From an optimization exercise on the open Yosys and OpenROAD flow, aimed at small area, a short achievable clock period and few clock cycles; shortcuts taken in it are not production practice.
At most, simulation tests tie the RTL to the original design; equivalence was not proved.
No functional check of the RTL was part of runs 1 and 2.

## design/flow/run.sh

```bash
#!/bin/bash
# synth_recipe.tcl (not shown) runs the flow's synth.tcl, then flattens the netlist and writes it again
# the make line also repeats each setting of config.mk as NAME=value (left out here)
make -C /OpenROAD-flow-scripts/flow DESIGN_CONFIG=/design/flow/config.mk WORK_HOME=/design/flow/orfs CLKGATE_MAP_FILE= SYNTH_SCRIPT=/design/flow/synth_recipe.tcl finish
```

## design/flow/config.mk

```make
export PLATFORM = sky130hd
export DESIGN_NAME = JAM
export DESIGN_NICKNAME = JAM
export VERILOG_FILES = /design/flow/design.v
export SDC_FILE = /design/flow/constraint.sdc
export NUM_CORES = 4
export LEC_CHECK = 0
export ABC_AREA = 1
export CAP_MARGIN = 20
export CORE_MARGIN = 2
export CORE_UTILIZATION = 40
export CTS_BUF_LIST = sky130_fd_sc_hd__clkbuf_8
export SETUP_SLACK_MARGIN = 0.8
export SLEW_MARGIN = 20
```

## design/flow/constraint.sdc

```tcl
create_clock -name core_clock -period 5.0 [get_ports {CLK}]
set_input_delay 1.0000 -clock core_clock [delete_from_list [all_inputs] [get_ports {CLK}]]
set_output_delay 1.0000 -clock core_clock [all_outputs]
set_load 0.01 [all_outputs]
```

## design/flow/design.v

```verilog
module JAM (
input CLK,
input RST,
output reg [2:0] W,
output reg [2:0] J,
input [6:0] Cost,
output reg [3:0] MatchCount,
output reg [9:0] MinCost,
output reg Valid );
localparam P = 6;    
localparam PASS1 = 3'd0, PASS2 = 3'd1, INIT = 3'd2, SEARCH = 3'd3, FIX = 3'd4, DONE = 3'd5;
reg [2:0] ph;
reg [6:0] v [0:7];      
reg [6:0] u [0:7];      
reg [2:0] arg [0:7];    
reg [2:0] arg2 [0:7];   
reg [7:0] big [0:7];    
reg [9:0] S0;           
reg signed [7:0] m;     
reg [2:0] am;           
reg signed [7:0] m2;    
reg [2:0] am2;          
reg [6:0] Vc;           
reg signed [11:0] R;    
reg [9:0] S [0:6];      
reg [2:0] a [0:6];      
reg [2:0] nxj [0:6];    
reg [6:0] hn;           
reg       bt_ok;        
reg [2:0] bt_d;         
integer k;
wire [2:0] d = W;
wire [2:0] j = J;
wire [2:0] dn = d + 3'd1;
wire [6:0] vj = Vc;
wire signed [7:0] tw = {1'b0, Cost} - {1'b0, vj};    
wire       c_lt_v = tw[7];
wire [6:0] vmin = c_lt_v ? Cost : vj;
wire [6:0] t = tw[6:0];
wire signed [7:0] tp = (ph == PASS1 && c_lt_v) ? 8'sd0 : tw;
wire       t_lt_m = (j == 3'd0) || (tp < m);
wire signed [7:0] mnew = t_lt_m ? tp : m;
wire [2:0] amnew = t_lt_m ? j : am;
wire       t_lt_m2 = (j == 3'd1) || (tp < m2);
wire signed [7:0] m2new = t_lt_m ? m : t_lt_m2 ? tp : m2;
wire [2:0] am2new = t_lt_m ? am : t_lt_m2 ? j : am2;
wire signed [11:0] ts = {{4{tw[7]}}, tw};
wire       prune = ts > R;
wire       better = ts < R;
wire       leaf = (d == 3'd7);
reg [7:0] used;          
wire [2:0] argd = arg[d];
wire [6:0] ud = u[d];
reg [6:0] Un;           
wire signed [11:0] un_s = {5'd0, Un};
reg [2:0] argn;          
reg [2:0] arg2n;         
reg [2:0] argn2;         
reg [2:0] arg2n2;        
always @(*) begin
	argn2 = arg[0];
	arg2n2 = arg2[0];
	for (k = 0; k < 6; k = k + 1)
		if (d == k) begin
			argn2 = arg[k + 2];
			arg2n2 = arg2[k + 2];
		end
end
reg [6:0] un2;          
always @(*) begin
	un2 = u[0];
	for (k = 0; k < 6; k = k + 1)
		if (d == k) un2 = u[k + 2];
end
wire       is_top = (j == argd);
wire       skipok = R < 12'sd32;
wire [2:0] arg2d = arg2[d];
wire       is_sec = (j == arg2d);
wire       first2 = is_top | is_sec;
wire [7:0] bigd = big[d];
reg [7:0] gt;
always @(*) begin
	for (k = 0; k < 8; k = k + 1) gt[k] = first2 | (k > j);
end
wire [7:0] cand = ~used & ~(8'd1 << argd) & ~(8'd1 << arg2d) & gt & ~(bigd & {8{skipok}});
wire       sec_ok = is_top && !used[arg2d] && !(bigd[arg2d] && skipok);
wire       has_nx = sec_ok || (|cand);
reg  [2:0] nx0;
always @(*) begin
	nx0 = 3'd0;
	for (k = 7; k >= 0; k = k - 1) if (cand[k]) nx0 = k;
end
wire [2:0] nx = sec_ok ? arg2d : nx0;
wire [2:0] jsib = (ph == SEARCH) ? nx : (ph == INIT) ? arg[0] : j + 3'd1;
wire [6:0] v_sib = v[jsib];
wire [7:0] used2 = used | (8'd1 << j);
reg  [2:0] fu;
always @(*) begin
	fu = 3'd0;
	for (k = 7; k >= 0; k = k - 1) if (!used2[k]) fu = k;
end
wire       argn_free = !used2[argn];
wire       arg2n_free = !used2[arg2n];
wire [2:0] jdesc = argn_free ? argn : arg2n_free ? arg2n : fu;
wire [6:0] v_desc = v[jdesc];
reg       bt_ok2;
reg [2:0] bt_d2;
always @(*) begin
	bt_ok2 = 1'b0;
	bt_d2 = 3'd0;
	for (k = 0; k < 7; k = k + 1)
		if (hn[k] && k < bt_d) begin
			bt_ok2 = 1'b1;
			bt_d2 = k;
		end
end
wire [2:0] rd = (ph == FIX) ? d : bt_d;
wire signed [11:0] mc_s = {2'd0, MinCost};
wire signed [11:0] sbt_s = {2'd0, S[rd]};
wire signed [11:0] Rbt = mc_s - sbt_s;
wire [6:0] u_bt = u[bt_d + 3'd1];
wire [2:0] arg_bt = arg[bt_d + 3'd1];
wire [2:0] arg2_bt = arg2[bt_d + 3'd1];
reg [7:0] used_bt;
always @(*) begin
	used_bt = 8'd0;
	for (k = 0; k < 7; k = k + 1)
		if (k < bt_d) used_bt = used_bt | (8'd1 << a[k]);
end
wire [6:0] v_bt = v[nxj[bt_d]];
wire [9:0] Sd = MinCost - R[9:0];    
wire descend = !leaf && !prune;
wire sibling = !leaf && !(first2 && prune && d < P) && has_nx;
always @(posedge CLK or posedge RST) begin
	if (RST) begin
		ph <= PASS1;
		W <= 3'd1;
		J <= 3'd0;
		Valid <= 1'b0;
		MinCost <= 10'h3ff;
		MatchCount <= 4'd0;
		S0 <= 10'd0;
		bt_ok <= 1'b0;
		bt_d <= 3'd0;
	end else begin
		case (ph)
		PASS1: begin
			{W, J} <= {W, J} + 6'd1;
			if (d > P && j == 3'd0) S0 <= S0 + {3'd0, m[6:0]};    
			if (d == 3'd7 && j == 3'd7) ph <= PASS2;
		end
		PASS2: begin
			{W, J} <= {W, J} + 6'd1;
			if (d == 3'd1) S0 <= S0 + {3'd0, vj};
			else if (j == 3'd0 && d != 3'd1) S0 <= S0 + {3'd0, m[6:0]};    
			if (d == P - 1 && j == 3'd7) ph <= INIT;
		end
		INIT: begin
			S0 <= S0 + {3'd0, m[6:0]};    
			W <= 3'd0;
			J <= arg[0];
			bt_ok <= 1'b0;
			ph <= FIX;
		end
		SEARCH: begin
			if (leaf) begin
				if (better) begin
					MinCost <= Sd + {3'd0, t};
					MatchCount <= 4'd1;
				end else if (!prune)
					MatchCount <= MatchCount + 4'd1;
			end
			if (descend) begin
				W <= dn;
				J <= jdesc;
				if (has_nx) begin
					bt_ok <= 1'b1;
					bt_d <= d;
				end
			end else if (sibling)
				J <= nx;
			else if (bt_ok) begin
				W <= bt_d;
				J <= nxj[bt_d];
				bt_ok <= bt_ok2;
				bt_d <= bt_d2;
				if (leaf && better) ph <= FIX;
			end else begin
				ph <= DONE;
				Valid <= 1'b1;
			end
		end
		FIX: ph <= SEARCH;
		default: ;
		endcase
	end
end
always @(posedge CLK) begin
	if (ph == PASS1) begin
		if (d == 3'd1) v[j] <= Cost;
		else v[j] <= vmin;
	end
	if (ph == PASS2 || (ph == PASS1 && d >= P)) begin
		m <= mnew;
		am <= amnew;
		m2 <= m2new;
		am2 <= am2new;
		big[d][j] <= !tp[7] && (tp[6:5] != 2'd0);
		if (j == 3'd7) begin
			u[d] <= mnew[6:0];    
			arg[d] <= amnew;
			arg2[d] <= am2new;
		end
	end
	if (ph == INIT) begin
		S[0] <= S0 + {3'd0, m[6:0]};    
		Un <= u[1];
		argn <= arg[1];
		arg2n <= arg2[1];
		used <= 8'd0;
	end
	if (ph == FIX)
		R <= Rbt;
	if (ph == PASS1 || ph == PASS2 || ph == INIT)
		Vc <= v_sib;
	if (ph == SEARCH) begin
		if (!leaf) begin
			a[d] <= j;
			nxj[d] <= nx;
			hn[d] <= has_nx;
			S[d] <= Sd;
		end
		if (descend) begin
			R <= (R + un_s) - ts;
			Un <= un2;
			argn <= argn2;
			arg2n <= arg2n2;
			used <= used2;
			Vc <= v_desc;
		end else if (sibling)
			Vc <= v_sib;
		else begin
			R <= Rbt;
			Un <= u_bt;
			argn <= arg_bt;
			arg2n <= arg2_bt;
			used <= used_bt;
			Vc <= v_bt;
		end
	end
end
endmodule
```

==> run_results.csv, run 1 <==
group,metric,value,unit
job,drv_cap,0,
worst_setup_path,cp_data_required_time,5.61,ns
layout,fin_cells,4171,
synthesis,syn_area,26400,um2
route,num_vias,23600,
synthesis,async_flop_share,8.58,%
synthesis,synthCells,3054,
grt,grt_pass1_wl,134,mm
route,wl,90.4,mm
floorplan,design.die.area,68100,um2
grt,antenna_found_initial,0,
synthesis,yosys_warnings,1,
layout,final_nets,3370,
place,dp_hpwl,61.6,mm
layout,area_delta_synth_final,18.0,%
sta,slew_headroom,17.9,%
sta,period_needed,4.13,ns
cts,numClockSinks,443,
route,vias_per_cell,5.67,
synthesis,ys_ff_latch,443,
grt,grtUsageTotal,25.8,%
route,drc,0,
grt,grt_pass1_vias,22700,
route,drt_pass1_iterations,8,
floorplan,rows,94,
sta,setup_viol,0,
synthesis,syn_avg_cell_area,8.65,um2
status,status,"finished clean",
sta,worst_pin_slew,1.23,ns
cts,root_buffer,"clkbuf_8",
worst_setup_path,endpoint_kind,"flip-flop",
worst_setup_path,crit_slowest_cell,"ha_4",
worst_setup_path,max_stage_delay,0.32,ns
route,drtIter0Drc,2702,
floorplan,core_area,65600,um2
route,postRouteAntennaNets,0,
grt,gr-total-overflow,0,
worst_setup_path,path_max_fanout,8,
cts,clk_pin_slew_worst_paths,0.06,ns
layout,nFillCells,6227,
cts,cts_tree,"done",
layout,utilization,47.5,%
route,wl_per_cell,21.7,um
grt,grt_max_degree,79,
worst_setup_path,cp_data_arrival_time,4.75,ns
synthesis,synthFlopType,"edfxtp_1",
cts,cts_hold_buf,0,
synthesis,yosysSeqAreaShare,48.4,%
floorplan,die_w,261,um
floorplan,initial_utilization,40.3,%
worst_setup_path,cp-start-kind,"input port",
cts,clockBufferDepth,3,
cts,h-tree-depth,3,
sta,max_freq,242,MHz
worst_hold_path,hp-class,"flip-flop to flip-flop",
synthesis,ys_types,67,
sta,grt_setup_unrepaired,"true",
sta,hold_violations,0,
floorplan,die_h,261,um
sta,fin_worst_skew,0.0612,ns
floorplan,ioPinCount,30,
sta,layout_setup_ws,0.867,ns
worst_setup_path,crit_type,"input port to flip-flop",
synthesis,synth_nets,3183,
place,place.gp.congestion,0.948,
place,place_inst,3992,
synthesis,synth-edff-count,372,
place,dpl_worst_slack,-0.329,ns
place,io_buffers,29,
cts,cts_made_buffers,81,
sta,period_share,82.7,%
sta,slew_violations,0,
layout,drive_gt1_share,16.2,%
cts,insertion_delay,0.70,ns
[worst max-delay path, delay by kind of cell]
kind	cells	cell delay, ns
xor gates and xnor gates	1	0.20
adders and majority gates	2	0.60
buffers and inverters	6	0.93
and+or+nand+nor	14	1.29
AOI/OAI and AO/OA	7	0.68
[placed cells by master, fill, tap and decap left out, types with 14 or more instances in the layout]
cell type        instances
nand2_1                579
edfxtp_1               372
inv_1                  337
nor2_1                 274
o21ai_0                273
a21oi_1                182
nand3_1                167
buf_4                  167
ha_1                    94
clkbuf_8                82
o211ai_1                68
o21ai_1                 50
dfxtp_1                 33
clkinv_1                32
nand4_1                 32
xor2_1                  29
clkdlybuf4s50_1         24
dfrtp_1                 23
nand2_2                 23
or2_2                   21
nand3_2                 21
a211oi_1                17
o221ai_1                17
nor2_2                  16
buf_6                   16
nor3_1                  15
o21ai_2                 15
o31ai_1                 15
xnor2_1                 14
a22oi_1                 14
a21oi_2                 14
[final cells by class]
class                           instances  area [um2]  area share (%)
Tap cell                              864        1080            3.47
Timing Repair inverter                  2        17.5          0.0562
Antenna cell                            2        5.00          0.0160
Clock inverter                         65         295           0.947
Sequential cell                       443       12800            41.0
Multi-Input combinational cell       2134       12400            39.7
Inverter                              349        1370            4.38
Clock buffer                           82        1130            3.62
Timing Repair Buffer                  230        2100            6.75
[sequential cells by signal (all words and copies together) (netlist names), 8 cells and up]
signal	cells
S0	10
arg2	24
m	8
MinCost	10
m2	8
arg	24
v	56
S	70
a	21
used	8
R	12
u	56
nxj	21
big	64
[what timing repair did]
item / 4_1_cts / 5_1_grt
gates resized for setup: 27 / 163
setup endpoints to repair: 179 / 186
cloned: 0 / 6
buffers inserted: 3 / 21
hold endpoints to repair: 0 / 0
pin swaps: 7 / 49
[cells by family after synthesis]
family / share of synthesized area, %
adder cells (fa/ha/maj): 6.05
flip-flops: 48.4
XOR/XNOR: 1.52
AO/OA/AOI/OAI: 16.4
buffers and inverters: 7.26
AND/OR/NAND/NOR: 19.9
multiplexers: 0.440
[metrics by stage]
| stage | area, um2 | hold WS, ns | setup TNS [ns] |
|---|---|---|---|
| final | 31200 | 0.459 | 0 |
| after global routing | 31200 | 0.479 | 0 |
| after CTS | 30300 | 0.463 | 0 |
| after detailed placement | 28700 | 0.456 | -23.57 |
| after global placement | 28700 | 0.448 | -7.82 |
| after floorplan | 26500 | 0.476 | 0 |
[cells in the mapped netlist (all sizes together), types with 4 or more instances]
| master | n | share of area, % |
|---|---|---|
| a211oi | 20 | 0.57 |
| a21oi | 197 | 3.7 |
| a22oi | 15 | 0.43 |
| a31oi | 7 | 0.17 |
| buf | 41 | 1.0 |
| clkbuf | 87 | 1.2 |
| clkinv | 16 | 0.23 |
| dfrtp | 27 | 2.6 |
| dfstp | 11 | 1.1 |
| dfxtp | 33 | 2.5 |
| edfxtp | 372 | 42 |
| fa | 13 | 0.98 |
| ha | 107 | 5.1 |
| inv | 333 | 4.7 |
| mux2 | 5 | 0.21 |
| mux2i | 6 | 0.23 |
| nand2 | 617 | 9.0 |
| nand3 | 191 | 4.0 |
| nand3b | 12 | 0.34 |
| nand4 | 32 | 0.76 |
| nor2 | 303 | 4.6 |
| nor3 | 19 | 0.36 |
| nor4 | 11 | 0.26 |
| o2111ai | 4 | 0.13 |
| o211ai | 68 | 1.9 |
| o21a | 4 | 0.11 |
| o21ai | 341 | 6.5 |
| o21bai | 7 | 0.20 |
| o221ai | 19 | 0.63 |
| o22ai | 14 | 0.33 |
| o31ai | 18 | 0.63 |
| o32ai | 8 | 0.27 |
| o41ai | 4 | 0.13 |
| or2 | 21 | 0.50 |
| xnor2 | 15 | 0.50 |
| xor2 | 31 | 1.0 |
[layer usage]
metal / global-route usage (%) / part of all wire [%] / up-vias
met5: 0 / 0 / -
met4: 11.8 / 4.3 / 0
met3: 3.93 / 8.5 / 223
met2: 41.6 / 46 / 1149
met1: 34.5 / 41 / 11300
li1: - / - / 11000
[final timing paths]
path,startpoint,end,slack (ns),cells past startpoint
setup / recovery,Cost[2],Un[5]$_DFF_P_,0.87,30
hold / removal,MatchCount[3]$_DFFE_PP0P_,MatchCount[3]$_DFFE_PP0P_,0.46,1
setup reg to reg,Vc[0]$_DFFE_PP_,Un[5]$_DFF_P_,0.88,28
hold reg to reg,MatchCount[3]$_DFFE_PP0P_,MatchCount[3]$_DFFE_PP0P_,0.46,1
max in group asynchronous,RST,bt_d[0]$_DFFE_PP0P_,3.45,2
min in group asynchronous,RST,ph[2]$_DFFE_PP0P_,0.86,2
==> inputs of run 2 (changes only) <==
--- a/design/flow/design.v
+++ b/design/flow/design.v
@@ -13,3 +13,3 @@
 reg [6:0] v [0:7];      
-reg [6:0] u [0:7];      
+reg signed [7:0] u [0:7];  
 reg [2:0] arg [0:7];    
@@ -52,5 +52,4 @@
 wire [2:0] argd = arg[d];
-wire [6:0] ud = u[d];
-reg [6:0] Un;           
-wire signed [11:0] un_s = {5'd0, Un};
+reg signed [7:0] Un;    
+wire signed [11:0] un_s = {{4{Un[7]}}, Un};
 reg [2:0] argn;          
@@ -68,3 +67,3 @@
 end
-reg [6:0] un2;          
+reg signed [7:0] un2;   
 always @(*) begin
@@ -120,3 +119,3 @@
 wire signed [11:0] Rbt = mc_s - sbt_s;
-wire [6:0] u_bt = u[bt_d + 3'd1];
+wire signed [7:0] u_bt = u[bt_d + 3'd1];
 wire [2:0] arg_bt = arg[bt_d + 3'd1];
@@ -136,3 +135,3 @@
 		ph <= PASS1;
-		W <= 3'd1;
+		W <= 3'd2;
 		J <= 3'd0;
@@ -148,3 +147,3 @@
 			{W, J} <= {W, J} + 6'd1;
-			if (d > P && j == 3'd0) S0 <= S0 + {3'd0, m[6:0]};    
+			if (d > P && j == 3'd0) S0 <= S0 + {{2{m[7]}}, m};    
 			if (d == 3'd7 && j == 3'd7) ph <= PASS2;
@@ -154,3 +153,3 @@
 			if (d == 3'd1) S0 <= S0 + {3'd0, vj};
-			else if (j == 3'd0 && d != 3'd1) S0 <= S0 + {3'd0, m[6:0]};    
+			else if (j == 3'd0 && d != 3'd1) S0 <= S0 + {{2{m[7]}}, m};    
 			if (d == P - 1 && j == 3'd7) ph <= INIT;
@@ -158,3 +157,3 @@
 		INIT: begin
-			S0 <= S0 + {3'd0, m[6:0]};    
+			S0 <= S0 + {{2{m[7]}}, m};    
 			W <= 3'd0;
@@ -199,3 +198,3 @@
 	if (ph == PASS1) begin
-		if (d == 3'd1) v[j] <= Cost;
+		if (d == 3'd2) v[j] <= Cost;
 		else v[j] <= vmin;
@@ -209,3 +208,3 @@
 		if (j == 3'd7) begin
-			u[d] <= mnew[6:0];    
+			u[d] <= mnew;
 			arg[d] <= amnew;
@@ -215,3 +214,3 @@
 	if (ph == INIT) begin
-		S[0] <= S0 + {3'd0, m[6:0]};    
+		S[0] <= S0 + {{2{m[7]}}, m};    
 		Un <= u[1];
==> run_results.csv, run 2 <==
group,metric,value,unit
sta,setup_viol,0,
worst_setup_path,crit_slowest_cell,"dlygate4sd2_1",
layout,final_nets,3476,
worst_setup_path,r2r_slack,0.91,ns
job,drv_cap,0,
route,drtIter0Drc,2375,
synthesis,synthFlopType,"edfxtp_1",
route,wl,90.0,mm
route,drt_pass1_iterations,6,
worst_setup_path,max_stage_delay,0.28,ns
route,drc,0,
layout,area_delta_synth_final,18.1,%
worst_setup_path,cp_common_cell,"nand2_1",
cts,numClockSinks,452,
grt,gr-total-overflow,0,
route,topRoutingLayerUsed,"met5",
cts,cts_made_buffers,82,
cts,clockBufferDepth,3,
synthesis,synth_nets,3274,
layout,utilization,47.7,%
worst_setup_path,cp-start-kind,"input port",
synthesis,ys_top_cells_by_area,"edfxtp_1, nand2_1, o21ai_0",
worst_setup_path,cp-startpoint,"Cost[2]",
synthesis,synth_commonest_cells,"nand2_1, edfxtp_1, inv_1, o21ai_0, nor2_1",
sta,slew_violations,0,
floorplan,core_area,67200,um2
cts,root_buffer,"clkbuf_8",
worst_setup_path,crit_type,"input port to flip-flop",
sta,grt_setup_unrepaired,"true",
route,drt-met1-wl,38.5,mm
route,wl_met3,6.22,mm
floorplan,die_h,264,um
sta,period_needed,4.11,ns
route,postRouteAntennaNets,0,
synthesis,synth-edff-count,380,
grt,grt_pass1_wl,132,mm
synthesis,syn_area,27100,um2
worst_setup_path,cp_data_arrival_time,4.57,ns
worst_setup_path,path_max_fanout,6,
sta,slew_headroom,26.0,%
synthesis,synthCells,3143,
grt,grt_pass1_vias,21900,
grt,grtUsageTotal,24.6,%
grt,antenna_found_initial,2,
route,wl_met2,41.7,mm
synthesis,async_flop_share,8.41,%
layout,final_common_cell,"nand2_1",
worst_setup_path,ff2ff_path_depth,26,
floorplan,die_w,264,um
layout,reg_top3,"S: 70 flops, big: 64 flops, u: 64 flops",
route,vias_per_cell,5.56,
synthesis,yosysTopAreaCellShare,42.1,%
worst_setup_path,crit_end,"u[2][5]$_DFFE_PP_",
worst_setup_path,endpoint_kind,"flip-flop",
sta,max_freq,244,MHz
layout,drive_gt1_share,16.2,%
sta,fin_worst_skew,0.0414,ns
synthesis,ys_types,69,
place,io_buffers,29,
worst_setup_path,rr_endpoint,"R[9]$_DFF_P_",
layout,nFillCells,6333,
route,num_vias,23800,
floorplan,ioPinCount,30,
worst_hold_path,hp-class,"flip-flop to flip-flop",
sta,hold_violations,0,
floorplan,design.die.area,69900,um2
worst_setup_path,rr_startpoint,"ph[1]$_DFFE_PP0P_",
synthesis,yosysMostFrequentCell,"nand2_1",
layout,final_cell_mix,"nand2_1, edfxtp_1, inv_1, nor2_1, o21ai_0",
sta,worst_pin_slew,1.10,ns
place,place.gp.congestion,0.934,
grt,grt_max_degree,72,
cts,h-tree-depth,3,
synthesis,yosysSeqAreaShare,48.2,%
layout,largest_register,"S",
synthesis,yosysTopAreaCell,"edfxtp_1",
cts,clk_pin_slew_worst_paths,0.06,ns
cts,cts_tree,"done",
cts,insertion_delay,0.70,ns
route,wl_per_cell,21.0,um
synthesis,yosys_warnings,1,
floorplan,initial_utilization,40.4,%
status,status,"finished clean",
floorplan,rows,95,
synthesis,syn_avg_cell_area,8.63,um2
place,dp_hpwl,60.4,mm
layout,largest_reg_flops,70,
synthesis,ys_ff_latch,452,
worst_setup_path,cp_data_required_time,5.47,ns
sta,period_share,82.1,%
==> run 2: final cells by class <==
cell class / instances / area, um2 / area share, %
antenna: 1 / 2.50 / 0.00782
timing repair inverter: 2 / 15.0 / 0.0469
multi-input combinational: 2199 / 12700 / 39.7
clock inverter: 65 / 337 / 1.05
clock buffer: 84 / 1160 / 3.61
tap: 873 / 1090 / 3.41
sequential: 452 / 13100 / 40.8
inverter: 361 / 1430 / 4.45
timing repair buffer: 247 / 2220 / 6.95
==> run 2: worst min path at each step <==
| stage | end | start | cells after the start | slack (ns) |
|---|---|---|---|---|
| after global placement | Valid$_DFFE_PP0P_ | Valid$_DFFE_PP0P_ | 2 | 0.45 |
| final | Valid$_DFFE_PP0P_ | Valid$_DFFE_PP0P_ | 2 | 0.47 |
| after floorplan | used[2]$_DFF_P_ | used[2]$_DFF_P_ | 2 | 0.47 |
| after CTS | Valid$_DFFE_PP0P_ | Valid$_DFFE_PP0P_ | 2 | 0.47 |
| after detailed placement | Valid$_DFFE_PP0P_ | Valid$_DFFE_PP0P_ | 2 | 0.46 |
| after global routing | Valid$_DFFE_PP0P_ | Valid$_DFFE_PP0P_ | 2 | 0.49 |
==> run 2: through the flow <==
step / setup TNS (ns) / setup WS (ns) / instances / hold slack [ns] / cell area (um2)
3_5_place_dp: -21.19 / -0.395 / 4072 / 0.457 / 29300
3_3_place_gp: -9.38 / -0.266 / 4072 / 0.453 / 29300
4_1_cts: 0 / 0.748 / 4231 / 0.472 / 31100
6_report: 0 / 0.895 / 4284 / 0.466 / 32000
2_1_floorplan: 0 / 0.418 / 3143 / 0.469 / 27300
5_1_grt: 0 / 0.626 / 4284 / 0.491 / 32000
==> run 2: worst max-delay path: cells and delay by family <==
family	cells	cell delay, ns
buf+inv	7	1.12
simple gates	10	1.05
compound gates	6	0.85
fa+ha+maj	2	0.51
==> run 2: metal layers <==
layer | global-route usage (%) | vias up
met4 | 10.0 | 4
met5 | 0 | -
li1 | - | 11300
met3 | 3.44 | 205
met1 | 33.0 | 11300
met2 | 40.0 | 973
==> run 2: repair_timing <==
action / in CTS / in global routing
endpoints found under the hold margin: 0 / 0
hold buffers: 0 / 0
gates resized for setup: 49 / 127
cloned: 2 / 11
setup buffers: 8 / 40
pin swaps: 10 / 60
setup endpoints to repair: 181 / 204
==> run 2: kinds of logic after synthesis <==
group,synth area share [%]
flip-flops,48.2
multiplexers,0.185
AO/OA/AOI/OAI,16.0
buffers and inverters,7.56
XOR/XNOR,1.58
adder cells (fa/ha/maj),6.10
AND/OR/NAND/NOR,20.4
==> inputs of run 3 (changes only) <==
--- a/design/flow/design.v
+++ b/design/flow/design.v
@@ -10,2 +10,3 @@
 localparam P = 6;    
+localparam K0 = 3'd3;    
 localparam PASS1 = 3'd0, PASS2 = 3'd1, INIT = 3'd2, SEARCH = 3'd3, FIX = 3'd4, DONE = 3'd5;
@@ -17,3 +18,3 @@
 reg [7:0] big [0:7];    
-reg [9:0] S0;           
+reg signed [10:0] S0;   
 reg signed [7:0] m;     
@@ -24,3 +25,3 @@
 reg signed [11:0] R;    
-reg [9:0] S [0:6];      
+reg signed [10:0] S [0:6];  
 reg [2:0] a [0:6];      
@@ -117,3 +118,3 @@
 wire signed [11:0] mc_s = {2'd0, MinCost};
-wire signed [11:0] sbt_s = {2'd0, S[rd]};
+wire signed [11:0] sbt_s = {S[rd][10], S[rd]};
 wire signed [11:0] Rbt = mc_s - sbt_s;
@@ -129,3 +130,3 @@
 wire [6:0] v_bt = v[nxj[bt_d]];
-wire [9:0] Sd = MinCost - R[9:0];    
+wire signed [10:0] Sd = {1'b0, MinCost} - R[10:0];    
 wire descend = !leaf && !prune;
@@ -135,3 +136,3 @@
 		ph <= PASS1;
-		W <= 3'd2;
+		W <= K0;
 		J <= 3'd0;
@@ -140,3 +141,3 @@
 		MatchCount <= 4'd0;
-		S0 <= 10'd0;
+		S0 <= 11'sd0;
 		bt_ok <= 1'b0;
@@ -147,3 +148,3 @@
 			{W, J} <= {W, J} + 6'd1;
-			if (d > P && j == 3'd0) S0 <= S0 + {{2{m[7]}}, m};    
+			if (d > P && j == 3'd0) S0 <= S0 + {{3{m[7]}}, m};    
 			if (d == 3'd7 && j == 3'd7) ph <= PASS2;
@@ -152,4 +153,4 @@
 			{W, J} <= {W, J} + 6'd1;
-			if (d == 3'd1) S0 <= S0 + {3'd0, vj};
-			else if (j == 3'd0 && d != 3'd1) S0 <= S0 + {{2{m[7]}}, m};    
+			if (d == 3'd1) S0 <= S0 + {4'd0, vj};
+			else if (j == 3'd0 && d != 3'd1) S0 <= S0 + {{3{m[7]}}, m};    
 			if (d == P - 1 && j == 3'd7) ph <= INIT;
@@ -157,3 +158,3 @@
 		INIT: begin
-			S0 <= S0 + {{2{m[7]}}, m};    
+			S0 <= S0 + {{3{m[7]}}, m};    
 			W <= 3'd0;
@@ -166,3 +167,3 @@
 				if (better) begin
-					MinCost <= Sd + {3'd0, t};
+					MinCost <= Sd[9:0] + {3'd0, t};
 					MatchCount <= 4'd1;
@@ -198,3 +199,3 @@
 	if (ph == PASS1) begin
-		if (d == 3'd2) v[j] <= Cost;
+		if (d == K0) v[j] <= Cost;
 		else v[j] <= vmin;
@@ -214,3 +215,3 @@
 	if (ph == INIT) begin
-		S[0] <= S0 + {{2{m[7]}}, m};    
+		S[0] <= S0 + {{3{m[7]}}, m};    
 		Un <= u[1];
--- a/design/flow/config.mk
+++ b/design/flow/config.mk
@@ -12,3 +12,3 @@
 export CTS_BUF_LIST = sky130_fd_sc_hd__clkbuf_8
-export SETUP_SLACK_MARGIN = 0.8
+export SETUP_SLACK_MARGIN = 0.6
 export SLEW_MARGIN = 20
==> run_results.csv, run 3 <==
group,metric,value,unit
route,wl_met3,6.96,mm
status,status,"finished clean",
sta,period_needed,4.17,ns
synthesis,yosysTopAreaCellShare,42.3,%
synthesis,ys_ff_latch,460,
synthesis,yosysMostFrequentCell,"nand2_1",
route,wl,89.1,mm
layout,final_cell_mix,"nand2_1, edfxtp_1, inv_1, nor2_1, o21ai_0",
synthesis,synthFlopType,"edfxtp_1",
grt,gr-total-overflow,0,
cts,cts_tree,"done",
layout,nFillCells,6581,
route,drtIter0Drc,2643,
floorplan,design.die.area,70900,um2
worst_setup_path,rr_startpoint,"W[1]$_DFFE_PP1P_",
place,place.gp.congestion,0.950,
route,num_vias,23900,
synthesis,async_flop_share,8.48,%
route,vias_per_cell,5.55,
synthesis,yosysSeqAreaShare,48.3,%
cts,clockBufferDepth,3,
sta,worst_pin_slew,1.16,ns
layout,largest_register,"S",
cts,clk_pin_slew_worst_paths,0.06,ns
worst_setup_path,crit_type,"input port to flip-flop",
synthesis,synth-edff-count,387,
grt,antenna_found_initial,2,
cts,cts_made_buffers,81,
sta,slew_headroom,22.7,%
layout,final_nets,3488,
sta,setup_viol,0,
sta,hold_violations,0,
worst_setup_path,cp-start-kind,"input port",
worst_setup_path,endpoint_kind,"flip-flop",
synthesis,synthCells,3187,
worst_setup_path,crit_chain,"clkdlybuf4s50_1 -> ha_1 -> inv_1 -> o21bai_1 -> nand2_1 -> nand2_1 -> a21oi_4 -> buf_12 -> nand2_1 -> inv_1 -> nor2_2 -> ha_1 -> a21oi_1 -> nor2_1 -> a211oi_1 -> nand3_1 -> nand3_1 -> buf_4 -> inv_1 -> a21oi_1 -> buf_4",
job,drv_cap,0,
sta,fin_tns_setup,0,ns
synthesis,syn_avg_cell_area,8.63,um2
synthesis,ys_top_cells_by_area,"edfxtp_1, nand2_1, o21ai_0",
worst_setup_path,cp_data_required_time,5.37,ns
worst_hold_path,min_from,"MatchCount[2]$_DFFE_PP0P_",
sta,slew_violations,0,
worst_setup_path,rr_endpoint,"Vc[5]$_DFFE_PP_",
worst_setup_path,crit_slowest_cell,"clkdlybuf4s50_1",
cts,root_buffer,"clkbuf_8",
sta,grt_setup_unrepaired,"true",
route,drt_pass1_iterations,5,
layout,largest_reg_flops,77,
floorplan,die_w,266,um
worst_setup_path,critical_path_depth,21,
synthesis,synth_nets,3320,
grt,grtUsageTotal,25.0,%
cts,cts_hold_buf,0,
synthesis,yosysTopAreaCell,"edfxtp_1",
cts,insertion_delay,0.71,ns
worst_hold_path,hp-class,"flip-flop to flip-flop",
worst_setup_path,cp_data_arrival_time,4.54,ns
synthesis,synth_commonest_cells,"nand2_1, edfxtp_1, inv_1, nor2_1, o21ai_0",
floorplan,die_h,266,um
synthesis,ys_types,73,
worst_setup_path,r2r_slack,0.84,ns
grt,grt_max_degree,73,
worst_hold_path,hold_end,"MatchCount[2]$_DFFE_PP0P_",
route,postRouteAntennaNets,0,
layout,drive_gt1_share,13.4,%
grt,grt_pass1_wl,135,mm
route,topRoutingLayerUsed,"met4",
floorplan,ioPinCount,30,
layout,reg_top3,"S: 77 flops, big: 64 flops, u: 64 flops",
layout,final_common_cell,"nand2_1",
worst_setup_path,ff2ff_path_depth,23,
floorplan,initial_utilization,40.2,%
cts,numClockSinks,460,
worst_setup_path,path_delay_family,"buffers and inverters",
route,wl_per_cell,20.7,um
synthesis,yosys_warnings,1,
floorplan,rows,96,
layout,area_delta_synth_final,15.2,%
sta,period_share,83.3,%
worst_setup_path,critPathBufInv,7,
worst_setup_path,max_stage_delay,0.46,ns
grt,grt_pass1_vias,22500,
cts,h-tree-depth,3,
place,io_buffers,29,
worst_hold_path,hold_path_depth,1,
floorplan,core_area,68300,um2
worst_setup_path,path_max_fanout,8,
route,drt-met1-wl,38.7,mm
route,drc,0,
place,dp_hpwl,61.4,mm
route,wl_met2,40.5,mm
sta,fin_worst_skew,0.0513,ns
synthesis,syn_area,27500,um2
sta,max_freq,240,MHz
[run 3: cell count changes after synthesis, sizes merged, moves of 9 or more]
cell | before | now
nor3 | 28 | 18
o211ai | 56 | 45
o21ai | 365 | 380
nand2 | 615 | 591
nand3 | 217 | 228
o311ai | 3 | 14
o22ai | 24 | 40
nand3b | 13 | 4
or2 | 24 | 14
o21bai | 8 | 18
inv | 352 | 372
nor2 | 332 | 360
[run 3: how the worst max path moves through the flow]
stage	slack (ns)	start	endpoint
CTS	0.58	Cost[2]	ph[1]$_DFFE_PP0P_
floorplan	0.46	Cost[0]	bt_d[0]$_DFFE_PP0P_
global placement	-0.35	Cost[0]	Vc[0]$_DFFE_PP_
global route	0.54	ph[1]$_DFFE_PP0P_	S[4][3]$_DFFE_PP_
finish	0.83	Cost[4]	m2[0]$_DFFE_PP_
detailed placement	-0.44	Cost[0]	Vc[0]$_DFFE_PP_
[run 3: through the flow]
| stage | hold WS (ns) | setup WS (ns) | cell area, um2 | std cells | utilization [%] |
|---|---|---|---|---|---|
| final | 0.492 | 0.834 | 31700 | 4304 | 46.4 |
| after detailed placement | 0.486 | -0.436 | 29800 | 4134 | 43.5 |
| after global routing | 0.512 | 0.542 | 31700 | 4304 | 46.4 |
| after CTS | 0.495 | 0.583 | 31400 | 4290 | 45.9 |
| after global placement | 0.485 | -0.346 | 29700 | 4133 | 43.5 |
| after floorplan | 0.465 | 0.457 | 27600 | 3187 | - |
[run 3: cell type report]
type	count	area (um2)	area share, %
Clock inverter	66	414	1.31
Multi-Input combinational cell	2204	12400	39.0
Tap cell	882	1100	3.48
Clock buffer	83	1140	3.61
Inverter	382	1470	4.65
Timing Repair Buffer	226	1890	5.96
Sequential cell	460	13300	42.0
Antenna cell	1	2.50	0.00790
[run 3: worst register-to-register path: stages, from the launching register on]
cell      delay (ns)
dfstp_2         0.72
inv_4           0.11
nor2_8          0.32
nand3_1         0.23
nand4_1         0.33
nand2_1         0.09
nand2_1         0.08
nand3_2         0.17
nand2_2         0.22
a21oi_2         0.04
nand3b_4        0.17
nand2_2         0.14
inv_1           0.06
nand2_1         0.07
nand3_2         0.08
nand3_2         0.08
nand2_2         0.28
inv_2           0.39
nand3_1         0.13
nand2_1         0.08
nand2_1         0.05
nand2_1         0.09
nand2_1         0.05
nand2_1         0.06
[run 3: cells by family (layout without fill, tap and decap cells)]
family	after synthesis	count (layout)	synth area share (%)
AND/OR/NAND/NOR	1250	1251	19.7
AO/OA/AOI/OAI	775	775	16.3
buffers and inverters	524	757	7.75
flip-flops	460	460	48.3
adder cells (fa/ha/maj)	124	124	6.11
XOR/XNOR	46	46	1.49
multiplexers	8	8	0.300
other	0	1	0
[run 3: routing by layer]
layer  global-route usage [%]  up-vias
met3                     3.43      185
met5                        0        -
met4                     8.70        0
met1                     35.1    11300
li1                         -    11400
met2                     39.6     1067
[run 3: repair_timing]
action | in CTS | in global routing
setup endpoints to repair | 63 | 194
gates cloned | 0 | 1
pin swaps | 2 | 12
setup buffers | 7 | 9
resized for setup | 14 | 43
Testbench counts of run 3, summed over its fixed seeds: cycles 1,509.
==> inputs of run 4 (changes only) <==
--- a/design/flow/config.mk
+++ b/design/flow/config.mk
@@ -12,3 +12,3 @@
 export CTS_BUF_LIST = sky130_fd_sc_hd__clkbuf_8
-export SETUP_SLACK_MARGIN = 0.6
+export SETUP_SLACK_MARGIN = 0.7
 export SLEW_MARGIN = 20
==> run_results.csv, run 4 <==
group,metric,value,unit
worst_setup_path,crit_slowest_cell,"clkdlybuf4s50_1",
place,dpl_worst_slack,-0.501,ns
worst_setup_path,max_stage_delay,0.45,ns
grt,grt_pass1_wl,135,mm
sta,slew_headroom,27.7,%
worst_setup_path,rr_startpoint,"Vc[0]$_DFFE_PP_",
worst_setup_path,path_max_fanout,16,
synthesis,synth-edff-count,387,
worst_setup_path,rr_endpoint,"R[10]$_DFF_P_",
grt,grt_pass1_vias,22600,
cts,h-tree-depth,3,
sta,worst_pin_slew,1.08,ns
route,drt_pass1_iterations,5,
worst_hold_path,hold_end,"Valid$_DFFE_PP0P_",
worst_setup_path,ff2ff_path_depth,23,
cts,clockBufferDepth,3,
sta,hold-worst-slack,0.475,ns
worst_setup_path,crit_type,"input port to flip-flop",
floorplan,initial_utilization,40.2,%
route,vias_per_cell,5.52,
sta,setup_viol,0,
worst_setup_path,r2r_slack,0.90,ns
synthesis,yosysSeqAreaShare,48.3,%
layout,area_delta_synth_final,15.9,%
synthesis,yosysTopAreaCell,"edfxtp_1",
synthesis,yosys_warnings,1,
synthesis,synth_commonest_cells,"nand2_1, edfxtp_1, inv_1, nor2_1, o21ai_0",
layout,fin_cells,4324,
sta,fin_worst_skew,0.0609,ns
worst_setup_path,critPathBufInv,7,
layout,nFillCells,6634,
sta,hold_violations,0,
sta,max_freq,242,MHz
synthesis,syn_avg_cell_area,8.63,um2
worst_setup_path,path_delay_family,"compound AO/OA/AOI/OAI gates",
floorplan,design.die.area,70900,um2
sta,period_needed,4.13,ns
grt,antenna_found_initial,2,
sta,period_share,82.5,%
route,drtIter0Drc,2432,
layout,final_common_cell,"nand2_1",
synthesis,syn_area,27500,um2
synthesis,synth_nets,3320,
place,dp_hpwl,62.6,mm
cts,insertion_delay,0.72,ns
worst_hold_path,min_from,"Valid$_DFFE_PP0P_",
sta,layout_setup_ws,0.874,ns
synthesis,ys_top_cells_by_area,"edfxtp_1, nand2_1, o21ai_0",
worst_setup_path,endpoint_kind,"flip-flop",
synthesis,yosysTopAreaCellShare,42.3,%
floorplan,core_area,68300,um2
place,io_buffers,29,
layout,drive_gt1_share,14.4,%
synthesis,ys_types,73,
layout,final_nets,3506,
route,drc,0,
status,status,"finished clean",
worst_setup_path,cp_common_cell,"inv_1",
worst_setup_path,crit_chain,"clkdlybuf4s50_1 -> ha_1 -> inv_1 -> o21bai_1 -> xor2_1 -> inv_1 -> ha_1 -> a21oi_1 -> o21ai_2 -> nand2_1 -> o2111ai_2 -> xor2_2 -> o21ai_2 -> nand2_4 -> inv_4 -> o21ai_4 -> buf_6 -> nor2_4 -> buf_12 -> nand2_1 -> o2111ai_2 -> o21ai_1 -> inv_1",
worst_hold_path,hp-class,"flip-flop to flip-flop",
grt,gr-total-overflow,0,
worst_setup_path,cp-start-kind,"input port",
route,wl_per_cell,20.7,um
route,num_vias,23900,
floorplan,rows,96,
layout,utilization,46.6,%
route,wl,89.5,mm
synthesis,synthCells,3187,
job,drv_cap,0,
synthesis,async_flop_share,8.48,%
place,place.gp.congestion,0.931,
cts,cts_made_buffers,82,
worst_setup_path,cp_data_required_time,5.59,ns
sta,grt_setup_unrepaired,"true",
synthesis,ys_ff_latch,460,
place,place_inst,4147,
synthesis,yosysMostFrequentCell,"nand2_1",
worst_hold_path,hold_path_depth,2,
synthesis,synthFlopType,"edfxtp_1",
layout,final_cell_mix,"nand2_1, edfxtp_1, inv_1, nor2_1, o21ai_0",
cts,numClockSinks,460,
grt,grt_max_degree,73,
floorplan,die_h,266,um
cts,root_buffer,"clkbuf_8",
cts,cts_tree,"done",
floorplan,die_w,266,um
floorplan,ioPinCount,30,
cts,clk_pin_slew_worst_paths,0.06,ns
grt,grtUsageTotal,25.0,%
sta,fin_tns_setup,0,ns
layout,largest_reg_flops,77,
route,postRouteAntennaNets,0,
sta,slew_violations,0,
worst_setup_path,cp_data_arrival_time,4.72,ns
cts,cts_hold_buf,0,
layout,reg_top3,"S: 77 flops, big: 64 flops, u: 64 flops",
layout,largest_register,"S",
[run 4: cell counts after synthesis]
No cell type changed its count.
[run 4: worst max-delay path by stage]
stage	from	endpoint	slack (ns)	cells past startpoint
after global routing	ph[0]$_DFFE_PP0P_	R[10]$_DFF_P_	0.66	26
final	Cost[4]	arg2n[1]$_DFF_P_	0.87	23
after detailed placement	Cost[0]	Vc[0]$_DFFE_PP_	-0.50	24
after floorplan	Cost[0]	bt_d[0]$_DFFE_PP0P_	0.46	27
after global placement	Cost[0]	Vc[0]$_DFFE_PP_	-0.41	24
after CTS	Cost[2]	am2[1]$_DFFE_PN_	0.71	27
[run 4: logic make-up after synthesis]
logic type	Yosys count	synth area share, %
flip-flops	460	48.3
AO/OA/AOI/OAI	775	16.3
adder cells (fa/ha/maj)	124	6.11
buffers and inverters	524	7.75
XOR/XNOR	46	1.49
multiplexers	8	0.300
AND/OR/NAND/NOR	1250	19.7
[run 4: repair_timing]
item | CTS | global route
resized for setup | 20 | 67
cloned | 0 | 3
endpoints found under the setup margin | 178 | 197
pin swaps | 7 | 24
buffers inserted | 8 | 13
[run 4: layout make-up]
type,count,area [um2],share of cell area [%]
Antenna cell,2,5.00,0.0157
Multi-Input combinational cell,2204,12400,39.0
Clock buffer,86,1180,3.71
Clock inverter,65,358,1.12
Timing Repair Buffer,241,1990,6.25
Sequential cell,460,13300,41.7
Timing Repair inverter,2,15.0,0.0471
Tap cell,882,1100,3.46
Inverter,382,1470,4.62
[run 4: worst register-to-register path, delay by kind of cell (launching register included)]
| kind | cells | cell delay (ns) |
|---|---|---|
| AOI/OAI and AO/OA | 9 | 1.12 |
| adders and majority gates | 4 | 1.22 |
| buffers and inverters | 5 | 0.45 |
| DFF | 1 | 0.51 |
| and+or+nand+nor | 5 | 0.68 |
[run 4: per-layer routing]
layer	GRT usage, %	vias to the layer above	share of wire [%]
li1	-	11400	-
met1	33.4	11300	42
met2	40.8	978	47
met3	4.75	184	8.1
met4	8.15	0	2.9
met5	0	-	0
[run 4: metrics by stage]
stage          cell area [um2]
6_report                 31900
5_1_grt                  31900
4_1_cts                  31500
3_5_place_dp             29900
3_3_place_gp             29900
2_1_floorplan            27600
==> inputs of run 5 (changes only) <==
--- a/design/flow/config.mk
+++ b/design/flow/config.mk
@@ -7,3 +7,2 @@
 export LEC_CHECK = 0
-export ABC_AREA = 1
 export CAP_MARGIN = 20
@@ -12,3 +11,3 @@
 export CTS_BUF_LIST = sky130_fd_sc_hd__clkbuf_8
-export SETUP_SLACK_MARGIN = 0.7
+export SETUP_SLACK_MARGIN = 0.8
 export SLEW_MARGIN = 20
==> run_results.csv, run 5 <==
group,metric,value,unit
sta,fin_worst_skew,0.0390,ns
synthesis,async_flop_share,8.48,%
synthesis,ys_top_cells_by_area,"edfxtp_1, mux4_2, ha_1",
sta,period_share,91.1,%
synthesis,yosys_warnings,1,
layout,sequential_cell_area,13300,um2
worst_setup_path,endpoint_kind,"flip-flop",
cts,numClockSinks,460,
worst_setup_path,critPathBufInv,5,
place,place.gp.congestion,0.934,
synthesis,synth_nets,2511,
route,drtIter0Drc,2066,
grt,grtUsageTotal,24.7,%
synthesis,muxShareOfSynthArea,12.9,%
floorplan,ioPinCount,30,
layout,final_nets,2786,
sta,fin_tns_setup,0,ns
floorplan,initial_utilization,40.3,%
layout,largest_register,"S",
place,dpl_worst_slack,-0.596,ns
worst_setup_path,cp_data_arrival_time,4.97,ns
route,num_vias,21500,
sta,grt_setup_unrepaired,"true",
sta,worst_pin_slew,1.14,ns
sta,period_needed,4.56,ns
status,status,"finished clean",
floorplan,die_w,264,um
cts,insertion_delay,0.69,ns
synthesis,ys_ff_latch,460,
synthesis,syn_avg_cell_area,11.4,um2
worst_setup_path,cp_common_cell,"buf_12",
floorplan,design.die.area,69600,um2
cts,cts_made_buffers,81,
grt,grt_max_degree,45,
synthesis,synthAdderAreaFrac,6.22,%
grt,grt_pass1_vias,21000,
floorplan,core_area,67000,um2
synthesis,syn_area,27000,um2
synthesis,yosysSeqAreaShare,49.2,%
place,dp_hpwl,60.4,mm
synthesis,synthCells,2378,
worst_setup_path,max_stage_delay,0.70,ns
layout,final_cell_mix,"edfxtp_1, nor2_1, buf_4, nand2_1, a21oi_1",
worst_setup_path,crit_slowest_cell,"dfstp_2",
route,wl,89.9,mm
route,wl_per_cell,25.0,um
route,drt_pass1_iterations,6,
worst_setup_path,crit_type,"flip-flop to flip-flop",
cts,clk_pin_slew_worst_paths,0.07,ns
layout,area_delta_synth_final,24.9,%
worst_setup_path,path_delay_family,"compound AO/OA/AOI/OAI gates",
synthesis,synth_xor_xnor_area_share,1.91,%
worst_setup_path,path_max_fanout,7,
synthesis,yosysMostFrequentCell,"edfxtp_1",
floorplan,die_h,264,um
layout,drive_gt1_share,29.0,%
synthesis,synth_top_family_by_area,"compound AO/OA/AOI/OAI gates",
sta,max_freq,219,MHz
grt,antenna_found_initial,1,
cts,cts_tree,"done",
layout,reg_top3,"S: 77 flops, big: 64 flops, u: 64 flops",
sta,hold-worst-slack,0.511,ns
synthesis,ys_types,97,
layout,largest_reg_flops,77,
sta,hold_violations,0,
worst_setup_path,cp_data_required_time,5.41,ns
sta,layout_setup_ws,0.443,ns
sta,slew_headroom,23.8,%
grt,gr-total-overflow,0,
grt,grt_pass1_wl,130,mm
synthesis,yosysTopAreaCellShare,43.0,%
sta,setup_viol,0,
worst_setup_path,cp-startpoint,"W[0]$_DFFE_PP1P_",
layout,nFillCells,5919,
place,io_buffers,29,
synthesis,synth_compound_area_share,15.8,%
synthesis,synthFlopType,"edfxtp_1",
place,postPlaceCellArea,29700,um2
route,drc,0,
layout,final_common_cell,"edfxtp_1",
cts,clockBufferDepth,3,
worst_setup_path,crit_chain,"buf_12 -> clkbuf_16 -> mux4_2 -> nand2_2 -> nand2_4 -> buf_12 -> xnor2_4 -> buf_6 -> a211oi_4 -> o22ai_2 -> a311oi_2 -> o22ai_2 -> a21oi_4 -> buf_12 -> mux4_2 -> a22oi_2 -> o21ai_1",
layout,fin_area,33700,um2
synthesis,synth-edff-count,387,
cts,h-tree-depth,3,
route,postRouteAntennaNets,0,
route,vias_per_cell,5.98,
floorplan,rows,95,
job,drv_cap,0,
cts,root_buffer,"clkbuf_8",
worst_hold_path,hp-class,"flip-flop to flip-flop",
worst_hold_path,min_from,"u[1][0]$_DFFE_PP_",
synthesis,yosys.area_share.simple,10.0,%
synthesis,yosysTopAreaCell,"edfxtp_1",
layout,multiInputGateArea,14000,um2
worst_setup_path,rr_startpoint,"W[0]$_DFFE_PP1P_",
worst_setup_path,cp-start-kind,"flip-flop",
synthesis,synth_commonest_cells,"edfxtp_1, nor2_1, a21oi_1, nand2_1, inv_1",
sta,slew_violations,0,
-- run 5: cells by family (layout without fill, tap and decap cells) --
logic type,count (synthesis),in the layout
flops,460,460
buf+inv,247,577
mux,243,251
fa+ha+maj,124,124
simple gates,598,599
xor+xnor,58,58
other cells,0,1
compound gates,648,649
-- run 5: cell type report --
type | count | area share (%)
Tap cell | 873 | 3.24
Sequential cell | 460 | 39.4
Multi-Input combinational cell | 1681 | 41.5
Clock buffer | 92 | 3.75
Inverter | 118 | 1.36
Antenna cell | 1 | 0.00742
Timing Repair Buffer | 311 | 9.50
Clock inverter | 56 | 1.22
-- run 5: path summary, 6_finish.rpt --
check | slack, ns | to | cells past startpoint
max in group asynchronous | 3.45 | bt_d[0]$_DFFE_PP0P_ | 2
worst min register to register | 0.51 | Un[0]$_DFF_P_ | 2
worst max register to register | 0.44 | Vc[6]$_DFFE_PP_ | 17
worst max-delay path | 0.44 | Vc[6]$_DFFE_PP_ | 17
min in group asynchronous | 0.86 | MatchCount[2]$_DFFE_PP0P_ | 2
worst min-delay path | 0.51 | Un[0]$_DFF_P_ | 2
-- run 5: stage by stage --
stage	instances	utilization [%]
after global routing	3592	50.3
after CTS	3527	47.9
after floorplan	2378	-
after global placement	3345	44.3
after detailed placement	3345	44.3
final	3592	50.3
-- run 5: repair_timing --
item / CTS / global route
endpoints found under the hold margin: 0 / 0
pin swaps: 35 / 106
cloned: 7 / 20
hold buffers: 0 / 0
setup buffers: 27 / 44
endpoints found under the setup margin: 211 / 200
resized for setup: 95 / 208
-- run 5: layer usage --
layer | track usage (%) | routed length (um) | up-vias
met5 | 0 | 0 | -
met4 | 9.08 | 3440 | 0
met3 | 4.38 | 7170 | 203
met2 | 39.6 | 41400 | 954
met1 | 33.5 | 37900 | 10700
li1 | - | - | 9608
-- run 5: worst reg2reg max path, delay by kind of cell, from the launching register on --
family / cells / cell delay [ns]
simple gates: 2 / 0.18
xor+xnor: 1 / 0.18
buf+inv: 5 / 0.78
compound gates: 7 / 1.42
flops: 1 / 0.70
mux: 2 / 1.07
==> inputs of run 6 (changes only) <==
--- a/design/flow/config.mk
+++ b/design/flow/config.mk
@@ -7,2 +7,3 @@
 export LEC_CHECK = 0
+export ABC_AREA = 1
 export CAP_MARGIN = 20
==> run_results.csv, run 6 <==
group,metric,value,unit
status,status,"finished clean",
cts,insertion_delay,0.72,ns
place,place.gp.congestion,0.977,
synthesis,syn_area,27500,um2
layout,final_common_cell,"nand2_1",
worst_setup_path,max_stage_delay,0.37,ns
worst_setup_path,cp_data_required_time,5.63,ns
sta,fin_worst_skew,0.0508,ns
sta,max_freq,248,MHz
place,postPlaceCellArea,29700,um2
route,drtIter0Drc,2289,
worst_setup_path,endpoint_kind,"flip-flop",
floorplan,rows,96,
synthesis,synth-edff-count,387,
cts,clk_pin_slew_worst_paths,0.06,ns
worst_setup_path,cp_data_arrival_time,4.66,ns
floorplan,design.die.area,70900,um2
cts,cts_hold_buf,0,
floorplan,ioPinCount,30,
layout,largest_register,"S",
layout,largest_reg_flops,77,
synthesis,yosysTopAreaCellShare,42.3,%
route,wl_per_cell,20.4,um
layout,utilization,46.9,%
sta,period_share,80.6,%
layout,reg_top3,"S: 77 flops, big: 64 flops, u: 64 flops",
sta,layout_setup_ws,0.968,ns
synthesis,syn_avg_cell_area,8.63,um2
sta,slew_headroom,28.2,%
cts,cts_tree,"done",
floorplan,die_h,266,um
route,wl,87.7,mm
place,io_buffers,29,
grt,grt_pass1_wl,134,mm
place,dpl_worst_slack,-0.410,ns
cts,numClockSinks,460,
cts,cts_made_buffers,83,
cts,h-tree-depth,3,
sta,grt_setup_unrepaired,"true",
floorplan,initial_utilization,40.2,%
synthesis,yosysMostFrequentCell,"nand2_1",
layout,area_delta_synth_final,16.5,%
route,drt_pass1_iterations,6,
floorplan,die_w,266,um
worst_setup_path,crit_type,"flip-flop to flip-flop",
synthesis,ys_ff_latch,460,
worst_setup_path,cp-start-kind,"flip-flop",
floorplan,core_area,68300,um2
layout,final_cell_mix,"nand2_1, edfxtp_1, inv_1, nor2_1, o21ai_0",
grt,grtUsageTotal,24.7,%
place,place_inst,4123,
route,vias_per_cell,5.53,
synthesis,yosys_warnings,1,
job,drv_cap,0,
layout,drive_gt1_share,14.9,%
sta,worst_pin_slew,1.07,ns
grt,grt_max_degree,73,
grt,antenna_found_initial,1,
grt,gr-total-overflow,0,
worst_setup_path,cp_common_cell,"nand2_1",
synthesis,yosysTopAreaCell,"edfxtp_1",
synthesis,async_flop_share,8.48,%
synthesis,synthCells,3187,
grt,grt_pass1_vias,22600,
layout,final_nets,3489,
layout,fin_area,32000,um2
route,drc,0,
synthesis,synth_nets,3320,
synthesis,ys_top_cells_by_area,"edfxtp_1, nand2_1, o21ai_0",
synthesis,yosysSeqAreaShare,48.3,%
sta,setup_viol,0,
synthesis,synth_commonest_cells,"nand2_1, edfxtp_1, inv_1, nor2_1, o21ai_0",
sta,hold_violations,0,
worst_setup_path,crit_slowest_cell,"dfrtp_2",
layout,fin_cells,4308,
route,num_vias,23800,
place,dp_hpwl,61.1,mm
synthesis,synthFlopType,"edfxtp_1",
sta,slew_violations,0,
worst_setup_path,path_max_fanout,7,
route,postRouteAntennaNets,0,
cts,root_buffer,"clkbuf_8",
sta,period_needed,4.03,ns
synthesis,ys_types,73,
cts,clockBufferDepth,3,
worst_hold_path,hp-class,"flip-flop to flip-flop",
run 6: cell count changes after synthesis, moves of 30 or more:
cell / delta
a211oi_1: -30
a22oi_1: -35
inv_1: +242
mux2_2: -49
mux2i_1: -101
mux4_2: -72
nand2_1: +408
nand2b_1: -32
nand3_1: +185
nor2_1: +106
o21ai_0: +232
run 6: cell type report:
cell class / count / area [um2]
antenna: 1 / 2.50
clock buffer: 92 / 1270
clock inverter: 62 / 392
fill: 6625 / 36300
inverter: 382 / 1480
multi-input combinational: 2204 / 12600
sequential: 460 / 13300
tap: 882 / 1100
timing repair buffer: 225 / 1920
run 6: layer usage:
layer	GRT usage (%)	wire [um]	vias to the layer above
li1	-	-	11400
met1	34.4	38500	11300
met2	38.8	39600	913
met3	4.22	6720	193
met4	8.93	2890	0
met5	0	0	-
run 6: what timing repair did:
item	CTS	global route
endpoints found under the setup margin	189	190
gates resized for setup	31	91
pin swaps	7	27
endpoints found under the hold margin	0	0
gates cloned	0	1
buffers inserted	13	15
run 6: final timing paths:
| check | from | endpoint | cells past startpoint | slack, ns |
|---|---|---|---|---|
| max | ph[0]$_DFFE_PP0P_ | R[11]$_DFF_P_ | 28 | 0.97 |
| min | MatchCount[2]$_DFFE_PP0P_ | MatchCount[2]$_DFFE_PP0P_ | 1 | 0.50 |
| max reg2reg | ph[0]$_DFFE_PP0P_ | R[11]$_DFF_P_ | 28 | 0.97 |
| min reg2reg | MatchCount[2]$_DFFE_PP0P_ | MatchCount[2]$_DFFE_PP0P_ | 1 | 0.50 |
| max in group asynchronous | RST | J[2]$_DFFE_PP0P_ | 2 | 3.49 |
| min in group asynchronous | RST | MatchCount[3]$_DFFE_PP0P_ | 2 | 0.84 |
run 6: cell families (layout without fill, tap and decap cells):
| logic type | Yosys count | count (layout) | synth area share, % |
|---|---|---|---|
| adder cells (fa/ha/maj) | 124 | 124 | 6.11 |
| multiplexers | 8 | 8 | 0.300 |
| XOR/XNOR | 46 | 46 | 1.49 |
| AND/OR/NAND/NOR | 1250 | 1251 | 19.7 |
| AO/OA/AOI/OAI | 775 | 775 | 16.3 |
| other | 0 | 1 | 0 |
| buffers and inverters | 524 | 761 | 7.75 |
| flip-flops | 460 | 460 | 48.3 |
run 6: metrics by stage:
stage          hold slack, ns  TNS [ns]
5_1_grt                 0.532         0
2_1_floorplan           0.465         0
3_3_place_gp            0.491    -18.15
6_report                0.504         0
3_5_place_dp            0.502    -32.18
4_1_cts                 0.510         0
run 6: critical path, delay by kind of cell, from the launching register on:
family	cells	cell delay, ns
and+or+nand+nor	9	0.73
AOI/OAI and AO/OA	12	1.69
adders and majority gates	1	0.34
DFF	1	0.37
buffers and inverters	6	0.79
==> inputs of run 7 (changes only) <==
--- a/design/flow/design.v
+++ b/design/flow/design.v
@@ -101,5 +101,20 @@
 end
+reg  [7:0] bign;
+always @(*) begin
+	bign = big[0];
+	for (k = 0; k < 7; k = k + 1)
+		if (d == k) bign = big[k + 1];
+end
+wire signed [11:0] lim2 = 12'sd32 - un_s;
+wire       skipok2 = (d >= K0) && (R < lim2);
+wire [7:0] cand2 = ~used2 & ~(bign & {8{skipok2}});
+reg  [2:0] fu2;
+always @(*) begin
+	fu2 = 3'd0;
+	for (k = 7; k >= 0; k = k - 1) if (cand2[k]) fu2 = k;
+end
 wire       argn_free = !used2[argn];
 wire       arg2n_free = !used2[arg2n];
-wire [2:0] jdesc = argn_free ? argn : arg2n_free ? arg2n : fu;
+wire [2:0] jdesc = argn_free ? argn : arg2n_free ? arg2n : fu2;
+wire       dead = !argn_free && !arg2n_free && (cand2 == 8'd0);
 wire [6:0] v_desc = v[jdesc];
@@ -131,3 +146,3 @@
 wire signed [10:0] Sd = {1'b0, MinCost} - R[10:0];    
-wire descend = !leaf && !prune;
+wire descend = !leaf && !prune && !dead;
 wire sibling = !leaf && !(first2 && prune && d < P) && has_nx;
--- a/design/flow/config.mk
+++ b/design/flow/config.mk
@@ -10,3 +10,3 @@
 export CORE_MARGIN = 2
-export CORE_UTILIZATION = 40
+export CORE_UTILIZATION = 50
 export CTS_BUF_LIST = sky130_fd_sc_hd__clkbuf_8
==> run_results.csv, run 7 <==
group,metric,value,unit
status,status,"finished clean",
grt,grtUsageTotal,32.8,%
layout,final_common_cell,"nand2_1",
worst_setup_path,critPathBufInv,6,
sta,grt_setup_unrepaired,"true",
cts,cts_tree,"done",
synthesis,synth_compound_area_share,15.9,%
sta,fin_worst_skew,0.0268,ns
synthesis,syn_avg_cell_area,8.43,um2
sta,layout_setup_ws,0.923,ns
worst_setup_path,max_stage_delay,0.69,ns
worst_setup_path,cp-startpoint,"W[1]$_DFFE_PP1P_",
grt,gr-total-overflow,0,
worst_setup_path,crit_chain,"buf_4 -> buf_4 -> nor2_4 -> nand2_2 -> buf_6 -> nor2_1 -> nor3_1 -> nand3_1 -> o21ai_1 -> inv_1 -> nand4_1 -> nand3_1 -> nand2_2 -> inv_2 -> nand2_1 -> nand3_4 -> buf_12 -> nand3_1 -> nand2_1 -> nand2_1 -> nand3_1 -> nand3_2 -> nand2_1",
synthesis,ys_ff_latch,460,
synthesis,synthFlopType,"edfxtp_1",
worst_setup_path,rr_startpoint,"W[1]$_DFFE_PP1P_",
synthesis,yosys_warnings,1,
synthesis,yosysTopAreaCellShare,41.1,%
layout,largest_register,"S",
layout,reg_top3,"S: 77 flops, big: 64 flops, u: 64 flops",
cts,numClockSinks,460,
job,drv_cap,0,
layout,drive_gt1_share,15.2,%
synthesis,yosys.area_share.simple,21.1,%
grt,grt_max_degree,76,
worst_setup_path,cp_data_arrival_time,4.52,ns
sta,period_needed,4.08,ns
layout,area_delta_synth_final,17.6,%
route,num_vias,26000,
worst_hold_path,hp-class,"flip-flop to flip-flop",
synthesis,ys_top_cells_by_area,"edfxtp_1, nand2_1, o21ai_0",
floorplan,die_h,242,um
route,drc,0,
synthesis,synth-edff-count,387,
route,drt_pass1_iterations,6,
sta,worst_pin_slew,1.13,ns
cts,clockBufferDepth,3,
layout,final_cell_mix,"nand2_1, edfxtp_1, inv_1, nor2_1, o21ai_0",
synthesis,synth_nets,3497,
sta,setup_viol,0,
synthesis,synth_commonest_cells,"nand2_1, edfxtp_1, nor2_1, inv_1, o21ai_0",
route,drtIter0Drc,2850,
place,dpl_worst_slack,-0.148,ns
layout,largest_reg_flops,77,
floorplan,ioPinCount,30,
route,wl_per_cell,23.1,um
worst_hold_path,min_from,"MatchCount[3]$_DFFE_PP0P_",
worst_setup_path,path_max_fanout,20,
grt,grt_pass1_wl,146,mm
cts,clk_pin_slew_worst_paths,0.06,ns
synthesis,muxShareOfSynthArea,0.252,%
route,wl,101,mm
cts,h-tree-depth,3,
sta,hold-worst-slack,0.464,ns
grt,antenna_found_initial,3,
synthesis,yosysMostFrequentCell,"nand2_1",
worst_setup_path,path_delay_family,"simple AND/OR/NAND/NOR gates",
sta,period_share,81.5,%
layout,final_nets,3683,
worst_setup_path,cp-start-kind,"flip-flop",
route,vias_per_cell,5.96,
floorplan,die_w,242,um
sta,slew_headroom,24.0,%
place,place.gp.congestion,0.965,
synthesis,yosysSeqAreaShare,47.0,%
floorplan,initial_utilization,50.4,%
worst_setup_path,crit_slowest_cell,"dfstp_4",
sta,hold_violations,0,
layout,nFillCells,5070,
-- run 7: cell families after synthesis --
logic type      count (synthesis)
fa+ha+maj                     131
xor+xnor                       63
mux                             7
simple gates                 1418
compound gates                759
buf+inv                       519
flops                         460
-- run 7: through the flow --
stage / instances / area, um2
2_1_floorplan: 3357 / 28400
3_3_place_gp: 4160 / 30400
3_5_place_dp: 4160 / 30400
4_1_cts: 4323 / 32300
5_1_grt: 4369 / 33300
6_report: 4369 / 33300
-- run 7: routing by layer --
layer	part of all wire [%]	global-route usage [%]	vias to the layer above
met4	4.3	13.5	4
met5	0.025	0	-
met3	8.8	6.21	284
li1	-	-	12000
met2	46	52.6	1301
met1	41	43.7	12400
-- run 7: area by class of cell --
| cell class | instances | area (um2) | share of cell area, % |
|---|---|---|---|
| antenna | 1 | 2.50 | 0.00752 |
| clock inverter | 63 | 438 | 1.32 |
| clock buffer | 89 | 1220 | 3.68 |
| tap | 756 | 946 | 2.84 |
| timing repair inverter | 2 | 17.5 | 0.0526 |
| multi-input combinational | 2380 | 13500 | 40.7 |
| sequential | 460 | 13300 | 40.0 |
| timing repair buffer | 256 | 2390 | 7.18 |
| inverter | 362 | 1410 | 4.25 |
-- run 7: timing repair --
| action | CTS | global route |
|---|---|---|
| gates resized for setup | 36 | 136 |
| setup endpoints to repair | 147 | 202 |
| cloned | 1 | 12 |
| hold buffers | 0 | 0 |
| setup buffers | 10 | 33 |
| pin swaps | 9 | 55 |
-- run 7: worst paths after layout --
path / end / slack [ns] / cells past startpoint
max: Vc[0]$_DFFE_PP_ / 0.92 / 23
min: MatchCount[3]$_DFFE_PP0P_ / 0.46 / 1
max reg2reg: Vc[0]$_DFFE_PP_ / 0.92 / 23
min reg2reg: MatchCount[3]$_DFFE_PP0P_ / 0.46 / 1
max in group asynchronous: ph[0]$_DFFE_PP0P_ / 3.44 / 2
min in group asynchronous: S0[4]$_DFFE_PP0P_ / 0.87 / 2
Testbench counts of run 7, summed over its fixed seeds: cycles 1,441.

==> static timing again, ports no longer ideal <==
In the flow no input, the clock included, has a driving cell. The finished layouts below were timed again as built, in two steps. Step 1 (the two cells are an assumption about what drives the block):
set clk [get_ports {CLK}]
set_driving_cell -lib_cell sky130_fd_sc_hd__clkbuf_16 $clk
set_driving_cell -lib_cell sky130_fd_sc_hd__buf_2 [delete_from_list [all_inputs] $clk]
Step 2 adds t to the input delays and takes it off the output delays; t is the mean of the earliest and latest rising clock arrival at the registers after step 1. Input paths then give back, and output paths get back, about the clock's delay inside the block. Slacks: ideal / step 1 / step 2; pairs: ideal / step 1.
run	t (ns)	setup WS [ns]	worst hold slack (ns)
run 1	0.730	0.867 / 0.880 / 0.168	0.459 / 0.459 / 0.459
run 2	0.737	0.895 / 0.908 / 0.191	0.466 / 0.466 / 0.466
run 3	0.739	0.834 / 0.840 / 0.126	0.492 / 0.492 / 0.492
run 4	0.749	0.874 / 0.896 / 0.150	0.475 / 0.475 / 0.475
run 5	0.729	0.443 / 0.443 / -0.133	0.511 / 0.511 / 0.511
run 6	0.752	0.968 / 0.968 / 0.292	0.504 / 0.504 / 0.504
run 7	0.748	0.923 / 0.923 / 0.223	0.464 / 0.464 / 0.464
Met with ideal ports but missed after step 2: setup timing in run 5. The setup slack of run 4, which loses most, moves by +0.022 ns with the drivers and by -0.724 ns with both steps.
